This is an optimization exercise on Yosys and OpenROAD, whose aim is small area, a short achievable clock period and few clock cycles, not a production implementation.
RTL that was checked went through simulation tests only; none was proved equivalent to the original.
The flow treats the clock pin as an ideal source, which a real chip does not have.
Power and IR drop assume default switching activity.

==> flow/design.v <==
module day1_2 (
    input  logic clk,
    input  logic rst,
    input  logic tvalid_rx,
    output logic tready_rx,
    input  logic [7:0] tdata_rx,
    input  logic tlast_rx,
    output logic tvalid_tx,
    input  logic tready_tx,
    output logic [31:0] tdata_tx,
    output logic tlast_tx
);
  logic       tv;           
  logic       tl;           
  logic       tn;           
  logic [4:0] td;           
  logic       rst_q;
  always_ff @(posedge clk) begin
    rst_q <= rst;
    tv <= tvalid_rx & ~rst;
    tl <= tlast_rx;
    tn <= ~tdata_rx[6];
    td <= tdata_rx[4:0];
  end
  logic [4:0] st;           
  logic [4:0] ns;
  logic       wf;           
  logic [3:0] wd;           
  wire l_e = (td == 5'd5);
  wire l_f = (td == 5'd6);
  wire l_g = (td == 5'd7);
  wire l_h = (td == 5'd8);
  wire l_i = (td == 5'd9);
  wire l_n = (td == 5'd14);
  wire l_o = (td == 5'd15);
  wire l_r = (td == 5'd18);
  wire l_s = (td == 5'd19);
  wire l_t = (td == 5'd20);
  wire l_u = (td == 5'd21);
  wire l_v = (td == 5'd22);
  wire l_w = (td == 5'd23);
  wire l_x = (td == 5'd24);
  wire l_z = (td == 5'd26);
  wire s_root = (st == 5'd0);
  wire s_e = (st == 5'd17);
  wire s_f = (st == 5'd1);
  wire s_n = (st == 5'd8);
  wire s_o = (st == 5'd28);
  wire s_s = (st == 5'd12);
  wire s_t = (st == 5'd25);
  wire s_z = (st == 5'd24);
  wire s_ei = (st == 5'd18);
  wire s_fi = (st == 5'd2);
  wire s_fo = (st == 5'd29);
  wire s_ni = (st == 5'd9);
  wire s_on = (st == 5'd11);
  wire s_se = (st == 5'd26);
  wire s_si = (st == 5'd19);
  wire s_th = (st == 5'd30);
  wire s_tw = (st == 5'd3);
  wire s_ze = (st == 5'd6);
  wire s_eig = (st == 5'd14);
  wire s_fiv = (st == 5'd27);
  wire s_fou = (st == 5'd15);
  wire s_nin = (st == 5'd10);
  wire s_sev = (st == 5'd20);
  wire s_thr = (st == 5'd16);
  wire s_zer = (st == 5'd31);
  wire s_eigh = (st == 5'd13);
  wire s_seve = (st == 5'd5);
  wire s_thre = (st == 5'd7);
  assign ns[0] = (l_e & (s_root | s_e | s_f | s_n | s_o | s_t | s_ei | s_fi | s_fo | s_ni | s_on | s_se | s_si | s_th | s_tw | s_ze | s_eig | s_fiv | s_fou | s_nin | s_sev | s_thr | s_zer | s_eigh | s_seve | s_thre)) | l_f | (l_h & (s_eig)) | (l_i & (s_n | s_s | s_on | s_nin)) | (l_n & (s_o | s_fo)) | (l_o & (s_f)) | (l_r & (s_ze)) | l_t | (l_u & (s_fo)) | (l_v & (s_fi)) | (l_w & (s_t));
  assign ns[1] = (l_e & (s_s | s_z | s_thr)) | (l_g & (s_ei)) | (l_h & (s_t)) | (l_i & (s_e | s_f | s_s | s_se | s_ze | s_seve | s_thre)) | (l_n & (s_o | s_fo | s_ni)) | (l_r & (s_ze)) | (l_u & (s_fo)) | (l_v & (s_fi)) | (l_w & (s_t));
  assign ns[2] = (l_e & (s_z | s_sev | s_thr)) | (l_g & (s_ei)) | (l_h & (s_t | s_eig)) | l_o | (l_r & (s_ze)) | l_s | (l_u & (s_fo)) | (l_v & (s_se));
  assign ns[3] = (l_e & (s_s)) | (l_g & (s_ei)) | (l_h & (s_t | s_eig)) | (l_i & (s_n | s_on | s_nin)) | l_n | l_o | (l_r & (s_ze)) | l_s | l_t | (l_u & (s_fo)) | (l_v & (s_fi)) | l_z;
  assign ns[4] = (l_e & (s_root | s_e | s_f | s_n | s_o | s_s | s_t | s_ei | s_fi | s_fo | s_ni | s_on | s_se | s_si | s_th | s_tw | s_ze | s_eig | s_fiv | s_fou | s_nin | s_zer | s_eigh | s_seve | s_thre)) | (l_h & (s_t)) | (l_i & (s_e | s_s | s_se | s_ze | s_seve | s_thre)) | l_o | (l_r & (s_th | s_ze)) | l_t | (l_v & (s_fi | s_se)) | l_z;
  assign wf = (l_e & (s_on | s_fiv | s_nin | s_thre)) | (l_n & (s_seve)) | (l_o & (s_tw | s_zer)) | (l_r & (s_fou)) | (l_t & (s_eigh)) | (l_x & (s_si));
  assign wd[0] = (l_e & (s_on | s_fiv | s_nin | s_thre)) | (l_n & (s_seve));
  assign wd[1] = (l_e & (s_thre)) | (l_n & (s_seve)) | (l_o & (s_tw)) | (l_x & (s_si));
  assign wd[2] = (l_e & (s_fiv)) | (l_n & (s_seve)) | (l_r & (s_fou)) | (l_x & (s_si));
  assign wd[3] = (l_e & (s_nin)) | (l_t & (s_eigh));
  logic [3:0] last_dig;     
  logic       add10;        
  logic       mac;          
  logic [6:0] acc_lo;
  logic       cy;           
  logic [16:0] acc_hi;
  logic       done;
  wire found = tn | wf;
  wire [3:0] dig = tn ? td[3:0] : wd;
  wire [6:0] ten = {last_dig, 3'b000} + {2'b00, last_dig, 1'b0};
  wire [6:0] val = ({7{add10}} & ten) + ({7{mac}} & {3'b000, last_dig});
  wire fresh = mac | (last_dig == 4'hF);
  always_ff @(posedge clk) begin
    if (rst_q) last_dig <= 4'hF;
    else if (tv && found) last_dig <= dig;
    else if (mac) last_dig <= 4'hF;
  end
  always_ff @(posedge clk) begin
    if (rst_q) begin
      st     <= '0;
      mac    <= 1'b0;
      add10  <= 1'b0;
      acc_lo <= '0;
      cy     <= 1'b0;
      acc_hi <= '0;
    end else begin
      if (tv) begin
        st   <= (tl || tn) ? 5'd0 : ns;
      end
      mac <= tv & tl;
      add10 <= tv & found & fresh;
      {cy, acc_lo} <= {1'b0, acc_lo} + {1'b0, val};
      acc_hi <= acc_hi + {16'd0, cy};
    end
  end
  always_ff @(posedge clk) begin
    done <= ~rst & tready_tx & ~tv & ~mac & ~add10 & ~cy;
  end
  assign tready_rx = 1'b1;
  assign tvalid_tx = done;
  assign tlast_tx  = done;
  assign tdata_tx  = {8'd0, acc_hi, acc_lo};
endmodule
Settings: LEC_CHECK=0, CAP_MARGIN=20, CORE_MARGIN=2, CORE_UTILIZATION=40, SLEW_MARGIN=20; clock period 10.0 ns.
standard.sh (not shown) runs the stock make flow with config.mk's settings and CLKGATE_MAP_FILE= SYNTH_SCRIPT=/design/flow/synth_recipe.tcl, a recipe that flattens the netlist after the stock synthesis.
==> flow/flow/run.sh <==
#!/bin/bash
# Layout flow: the standard synthesis, then its combinational logic re-optimised for area
# with ABC (registers, their names and cell types kept), then the standard layout with
# small port buffers, a two-buffer clock tree (flow/clk2.tcl, run before CTS) and a
# tighter setup target for repair_timing.
set -euo pipefail
R=orfs/results/$FLOW_PLATFORM/day1_2/base
bash standard.sh synth > synth.log 2>&1
cp $R/1_2_yosys.v $R/1_2_yosys.std.v
LIB=$FLOW_HOME/platforms/$FLOW_PLATFORM/lib/sky130_fd_sc_hd__tt_025C_1v80.lib \
IN=$R/1_2_yosys.std.v OUT=$R/1_2_yosys.v yosys -c flow/resyn.tcl > resyn.log 2>&1
rm -f $R/1_synth.odb $R/1_synth.sdc
bash standard.sh BUFFER_PORTS_ARGS="-buffer_cell sky130_fd_sc_hd__buf_1" SETUP_SLACK_MARGIN=7.2 \
  PRE_CTS_TCL=$PWD/flow/clk2.tcl \
  CTS_ARGS="-sink_clustering_enable -repair_clock_nets -dont_use_dummy_load" finish > standard.log 2>&1
Other scripts of this flow, unchanged in this note and not shown: flow/flow/area.abc, flow/flow/clk2.tcl, flow/flow/resyn.tcl
Edit:
--- a/flow/design.v
+++ b/flow/design.v
@@ -80,6 +80,5 @@
   assign wd[2] = (l_e & (s_fiv)) | (l_n & (s_seve)) | (l_r & (s_fou)) | (l_x & (s_si));
   assign wd[3] = (l_e & (s_nin)) | (l_t & (s_eigh));
-  logic [3:0] last_dig;     
-  logic       add10;        
+  logic [3:0] first_dig, last_dig;
   logic       mac;          
   logic [6:0] acc_lo;
@@ -89,11 +88,13 @@
   wire found = tn | wf;
   wire [3:0] dig = tn ? td[3:0] : wd;
-  wire [6:0] ten = {last_dig, 3'b000} + {2'b00, last_dig, 1'b0};
-  wire [6:0] val = ({7{add10}} & ten) + ({7{mac}} & {3'b000, last_dig});
-  wire fresh = mac | (last_dig == 4'hF);
+  wire [6:0] val = {first_dig, 3'b000} + {2'b00, first_dig, 1'b0} + {3'b000, last_dig};
+  wire fresh = mac | (first_dig == 4'hF);
   always_ff @(posedge clk) begin
-    if (rst_q) last_dig <= 4'hF;
-    else if (tv && found) last_dig <= dig;
-    else if (mac) last_dig <= 4'hF;
+    if (rst_q) first_dig <= 4'hF;
+    else if (tv && found && fresh) first_dig <= dig;
+    else if (mac) first_dig <= 4'hF;
+  end
+  always_ff @(posedge clk) begin
+    if (tv && found) last_dig <= dig;
   end
   always_ff @(posedge clk) begin
@@ -101,5 +102,4 @@
       st     <= '0;
       mac    <= 1'b0;
-      add10  <= 1'b0;
       acc_lo <= '0;
       cy     <= 1'b0;
@@ -110,11 +110,10 @@
       end
       mac <= tv & tl;
-      add10 <= tv & found & fresh;
-      {cy, acc_lo} <= {1'b0, acc_lo} + {1'b0, val};
+      {cy, acc_lo} <= {1'b0, acc_lo} + (mac ? {1'b0, val} : 8'd0);
       acc_hi <= acc_hi + {16'd0, cy};
     end
   end
   always_ff @(posedge clk) begin
-    done <= ~rst & tready_tx & ~tv & ~mac & ~add10 & ~cy;
+    done <= ~rst & tready_tx & ~tv & ~mac & ~cy;
   end
   assign tready_rx = 1'b1;
=> Power rises by 4.2%; worst setup slack hardly moves; wire length increases by 2.7%; utilization hardly moves; hold slack is better by 0.017 ns; first-iteration DRC count shrinks by 65%; synthesized cell count grows by 5.8%; clock skew went up by 0.0081 ns; critical path depth does not change; final area increases by 7.0%; register-to-register slack degrades by 0.08 ns.
No run of this note included a check of the RTL's function; only the layout flow was run.

========
Another version of the RTL of day1_2 (not shown whole).
Size in the first run: about 48 I/O pins, about 2400 sq um of cells after synthesis.
==> module day1_2, before the edit <==
module day1_2 (
    input  logic clk,
    input  logic rst,
    input  logic tvalid_rx,
    output logic tready_rx,
    input  logic [7:0] tdata_rx,
    input  logic tlast_rx,
    output logic tvalid_tx,
    input  logic tready_tx,
    output logic [31:0] tdata_tx,
    output logic tlast_tx
);
  logic       tv;           
  logic       tl;           
  logic       tn;           
  logic [4:0] td;           
  always_ff @(posedge clk) begin
    tv <= tvalid_rx & ~rst;
    tl <= tlast_rx;
    tn <= ~tdata_rx[6];
    td <= tdata_rx[4:0];
  end
  logic [4:0] st;           
  logic [4:0] ns;
  logic       wf;           
  logic [3:0] wd;           
  wire l_e = (td == 5'd5);
  wire l_f = (td == 5'd6);
  wire l_g = (td == 5'd7);
  wire l_h = (td == 5'd8);
  wire l_i = (td == 5'd9);
  wire l_n = (td == 5'd14);
  wire l_o = (td == 5'd15);
  wire l_r = (td == 5'd18);
  wire l_s = (td == 5'd19);
  wire l_t = (td == 5'd20);
  wire l_u = (td == 5'd21);
  wire l_v = (td == 5'd22);
  wire l_w = (td == 5'd23);
  wire l_x = (td == 5'd24);
  wire l_z = (td == 5'd26);
  wire s_root = (st == 5'd0);
  wire s_e = (st == 5'd10);
  wire s_f = (st == 5'd11);
  wire s_n = (st == 5'd8);
  wire s_o = (st == 5'd3);
  wire s_s = (st == 5'd29);
  wire s_t = (st == 5'd9);
  wire s_z = (st == 5'd14);
  wire s_ei = (st == 5'd12);
  wire s_fi = (st == 5'd31);
  wire s_fo = (st == 5'd19);
  wire s_ni = (st == 5'd28);
  wire s_on = (st == 5'd1);
  wire s_se = (st == 5'd15);
  wire s_si = (st == 5'd7);
  wire s_th = (st == 5'd6);
  wire s_tw = (st == 5'd22);
  wire s_ze = (st == 5'd24);
  wire s_eig = (st == 5'd23);
  wire s_fiv = (st == 5'd4);
  wire s_fou = (st == 5'd20);
  wire s_nin = (st == 5'd2);
  wire s_sev = (st == 5'd16);
  wire s_thr = (st == 5'd21);
  wire s_zer = (st == 5'd13);
  wire s_eigh = (st == 5'd5);
  wire s_seve = (st == 5'd27);
  wire s_thre = (st == 5'd30);
  assign ns[0] = (l_e & (s_s | s_sev)) | l_f | (l_g & (s_ei)) | (l_h & (s_eig)) | (l_i & (s_f | s_s)) | (l_n & (s_o | s_fo)) | l_o | (l_r & (s_th | s_ze)) | l_s | l_t;
  assign ns[1] = (l_e & (s_root | s_e | s_f | s_n | s_o | s_s | s_t | s_ei | s_fi | s_fo | s_ni | s_on | s_se | s_si | s_th | s_tw | s_ze | s_eig | s_fiv | s_fou | s_nin | s_sev | s_thr | s_zer | s_eigh | s_seve | s_thre)) | l_f | (l_g & (s_ei)) | (l_h & (s_t)) | (l_i & (s_f | s_s)) | (l_n & (s_ni)) | l_o | (l_w & (s_t)) | l_z;
  assign ns[2] = (l_e & (s_s | s_thr)) | (l_g & (s_ei)) | (l_h & (s_t | s_eig)) | (l_i & (s_e | s_f | s_n | s_s | s_on | s_se | s_ze | s_nin | s_seve | s_thre)) | (l_r & (s_th | s_ze)) | l_s | (l_u & (s_fo)) | (l_v & (s_fi)) | (l_w & (s_t)) | l_z;
  assign ns[3] = l_e | l_f | (l_i & (s_e | s_f | s_n | s_on | s_se | s_ze | s_nin | s_seve | s_thre)) | (l_n & (s_root | s_e | s_f | s_n | s_s | s_t | s_z | s_ei | s_fi | s_on | s_se | s_si | s_th | s_tw | s_ze | s_eig | s_fiv | s_fou | s_nin | s_sev | s_thr | s_zer | s_eigh | s_seve | s_thre)) | (l_r & (s_ze)) | l_s | l_t | l_z;
  assign ns[4] = (l_e & (s_z | s_sev | s_thr)) | (l_g & (s_ei)) | (l_i & (s_f | s_n | s_on | s_nin)) | (l_o & (s_f)) | (l_r & (s_th)) | l_s | (l_u & (s_fo)) | (l_v & (s_se)) | (l_w & (s_t));
  assign wf = (l_e & (s_on | s_fiv | s_nin | s_thre)) | (l_n & (s_seve)) | (l_o & (s_tw | s_zer)) | (l_r & (s_fou)) | (l_t & (s_eigh)) | (l_x & (s_si));
  assign wd[0] = (l_e & (s_on | s_fiv | s_nin | s_thre)) | (l_n & (s_seve));
  assign wd[1] = (l_e & (s_thre)) | (l_n & (s_seve)) | (l_o & (s_tw)) | (l_x & (s_si));
  assign wd[2] = (l_e & (s_fiv)) | (l_n & (s_seve)) | (l_r & (s_fou)) | (l_x & (s_si));
  assign wd[3] = (l_e & (s_nin)) | (l_t & (s_eigh));
  logic [3:0] first_dig, last_dig;
  logic       have;         
  logic       mac;          
  logic [6:0] acc_lo;
  logic       cy;           
  logic [16:0] acc_hi;
  logic       done;
  wire found = tn | wf;
  wire [3:0] dig = tn ? td[3:0] : wd;
  wire [6:0] val = {first_dig, 3'b000} + {2'b00, first_dig, 1'b0} + {3'b000, last_dig};
  always_ff @(posedge clk) begin
    if (tv && found) begin
      last_dig <= dig;
      if (!have) first_dig <= dig;
    end
  end
  always_ff @(posedge clk) begin
    if (rst) begin
      st     <= '0;
      have   <= 1'b0;
      mac    <= 1'b0;
      acc_lo <= '0;
      cy     <= 1'b0;
      acc_hi <= '0;
      done   <= 1'b0;
    end else begin
      if (tv) begin
        st   <= (tl || tn) ? 5'd0 : ns;
        have <= ~tl & (have | found);
      end
      mac <= tv & tl;
      {cy, acc_lo} <= {1'b0, acc_lo} + (mac ? {1'b0, val} : 8'd0);
      acc_hi <= acc_hi + {16'd0, cy};
      done <= tready_tx & ~tv & ~mac & ~cy;
    end
  end
  assign tready_rx = 1'b1;
  assign tvalid_tx = done;
  assign tlast_tx  = done;
  assign tdata_tx  = {8'd0, acc_hi, acc_lo};
endmodule
Settings: LEC_CHECK=0, CAP_MARGIN=20, CORE_MARGIN=2, CORE_UTILIZATION=40, SLEW_MARGIN=20; clock period 10.0 ns.
==> flow/flow/run.sh <==
#!/bin/bash
# Layout flow: the standard synthesis, then its combinational logic re-optimised for area
# with ABC (registers, their names and cell types kept), then the standard layout with
# small port buffers, no dummy clock loads and a tighter setup target for repair_timing.
set -euo pipefail
R=orfs/results/$FLOW_PLATFORM/day1_2/base
bash standard.sh synth > synth.log 2>&1
cp $R/1_2_yosys.v $R/1_2_yosys.std.v
LIB=$FLOW_HOME/platforms/$FLOW_PLATFORM/lib/sky130_fd_sc_hd__tt_025C_1v80.lib \
IN=$R/1_2_yosys.std.v OUT=$R/1_2_yosys.v yosys -c flow/resyn.tcl > resyn.log 2>&1
rm -f $R/1_synth.odb $R/1_synth.sdc
bash standard.sh BUFFER_PORTS_ARGS="-buffer_cell sky130_fd_sc_hd__buf_1" SETUP_SLACK_MARGIN=7 \
  CTS_ARGS="-sink_clustering_enable -repair_clock_nets -dont_use_dummy_load" finish > standard.log 2>&1
==> flow/flow/area.abc <==
strash
&get -n
&deepsyn -T 60 -S 1
&put
dc2
dch -f
amap
topo
==> flow/flow/resyn.tcl <==
# Re-map the combinational logic of the synthesized netlist for area.
# Flip-flops and tie cells stay as they are, with their instance names.
yosys -import
set lib $::env(LIB)
read_liberty -ignore_miss_func $lib
read_verilog $::env(IN)
hierarchy -top $::env(FLOW_TOP)
setattr -mod -set keep_hierarchy 1 sky130_fd_sc_hd__*df* sky130_fd_sc_hd__conb_*
flatten
opt_clean
abc -liberty $lib -script flow/area.abc -dont_use *lpflow* -dont_use *probe*
opt_clean -purge
tee -o resyn_stat.txt stat -liberty $lib
select $::env(FLOW_TOP)
write_verilog -noattr -selected $::env(OUT)
Testbench counts at the start, summed over its fixed seeds: cycles 33,504.
Rerun with:
--- a/flow/design.v
+++ b/flow/design.v
@@ -76,45 +76,38 @@
   assign wd[0] = (l_e & (s_on | s_fiv | s_nin | s_thre)) | (l_n & (s_seve));
   assign wd[1] = (l_e & (s_thre)) | (l_n & (s_seve)) | (l_o & (s_tw)) | (l_x & (s_si));
   assign wd[2] = (l_e & (s_fiv)) | (l_n & (s_seve)) | (l_r & (s_fou)) | (l_x & (s_si));
   assign wd[3] = (l_e & (s_nin)) | (l_t & (s_eigh));
   logic [3:0] first_dig, last_dig;
-  logic       have;         
   logic       mac;          
-  logic [6:0] acc_lo;
-  logic       cy;           
-  logic [16:0] acc_hi;
+  logic [23:0] acc;
   logic       done;
   wire found = tn | wf;
   wire [3:0] dig = tn ? td[3:0] : wd;
   wire [6:0] val = {first_dig, 3'b000} + {2'b00, first_dig, 1'b0} + {3'b000, last_dig};
+  wire fresh = mac | (first_dig == 4'hF);
   always_ff @(posedge clk) begin
-    if (tv && found) begin
-      last_dig <= dig;
-      if (!have) first_dig <= dig;
-    end
+    if (rst) first_dig <= 4'hF;
+    else if (tv && found && fresh) first_dig <= dig;
+    else if (mac) first_dig <= 4'hF;
+  end
+  always_ff @(posedge clk) begin
+    if (tv && found) last_dig <= dig;
   end
   always_ff @(posedge clk) begin
     if (rst) begin
       st     <= '0;
-      have   <= 1'b0;
       mac    <= 1'b0;
-      acc_lo <= '0;
-      cy     <= 1'b0;
-      acc_hi <= '0;
+      acc    <= '0;
       done   <= 1'b0;
     end else begin
-      if (tv) begin
-        st   <= (tl || tn) ? 5'd0 : ns;
-        have <= ~tl & (have | found);
-      end
+      if (tv) st <= (tl || tn) ? 5'd0 : ns;
       mac <= tv & tl;
-      {cy, acc_lo} <= {1'b0, acc_lo} + (mac ? {1'b0, val} : 8'd0);
-      acc_hi <= acc_hi + {16'd0, cy};
-      done <= tready_tx & ~tv & ~mac & ~cy;
+      if (mac) acc <= acc + {17'd0, val};
+      done <= tready_tx & ~tv & ~mac;
     end
   end
   assign tready_rx = 1'b1;
   assign tvalid_tx = done;
   assign tlast_tx  = done;
-  assign tdata_tx  = {8'd0, acc_hi, acc_lo};
+  assign tdata_tx  = {8'd0, acc};
 endmodule
Result: Clock-buffer cell count does not change; global-route usage went up by 1.8 points; synthesized cell count went up by 0.96%; setup slack degrades by 1600 ps; via count went up by 11%; design area went up by 16%.
The RTL of the second run of this note was laid out without a check of its function.

afterwards: timing with drivers on the ports:
The flow's constraints put no driver on any port. The routed layouts listed below were extracted and timed again, unchanged, in two steps. Step 1 (the two cells are an assumption about what drives the block):
set clk [get_ports {clk}]
set_driving_cell -lib_cell sky130_fd_sc_hd__clkbuf_16 $clk
set_driving_cell -lib_cell sky130_fd_sc_hd__buf_2 [delete_from_list [all_inputs] $clk]
Step 2, shift: input delay + t, output delay - t, t = (earliest + latest rising clock arrival at the registers) / 2. This alone moves slack from input paths to output paths. Three values: ideal, step 1, step 2; two values: the first two.
| run | t, ns | slack for setup (ns) | hold slack, ns | worst setup path after step 2 | clock arrival spread, ns |
|---|---|---|---|---|---|
| the first run of note 1 | 0.200 | 7.262 / 7.216 / 7.416 | 0.413 / 0.413 / 0.413 | register to output | 0.006 / 0.006 |
| the second run of note 1 | 0.206 | 7.262 / 7.212 / 7.349 | 0.430 / 0.430 / 0.430 | register to register | 0.014 / 0.014 |
| the first run of note 2 | 0.316 | 7.155 / 7.127 / 6.886 | 0.485 / 0.485 / 0.485 | input to register | 0.005 / 0.004 |
| the second run of note 2 | 0.306 | 5.565 / 5.565 / 5.565 | 0.465 / 0.465 / 0.465 | register to register | 0.026 / 0.026 |
After both steps every run listed still meets setup and hold. For the first run of note 2, which loses most, drivers alone change the setup slack by -0.028 ns; drivers and shift together by -0.269 ns.
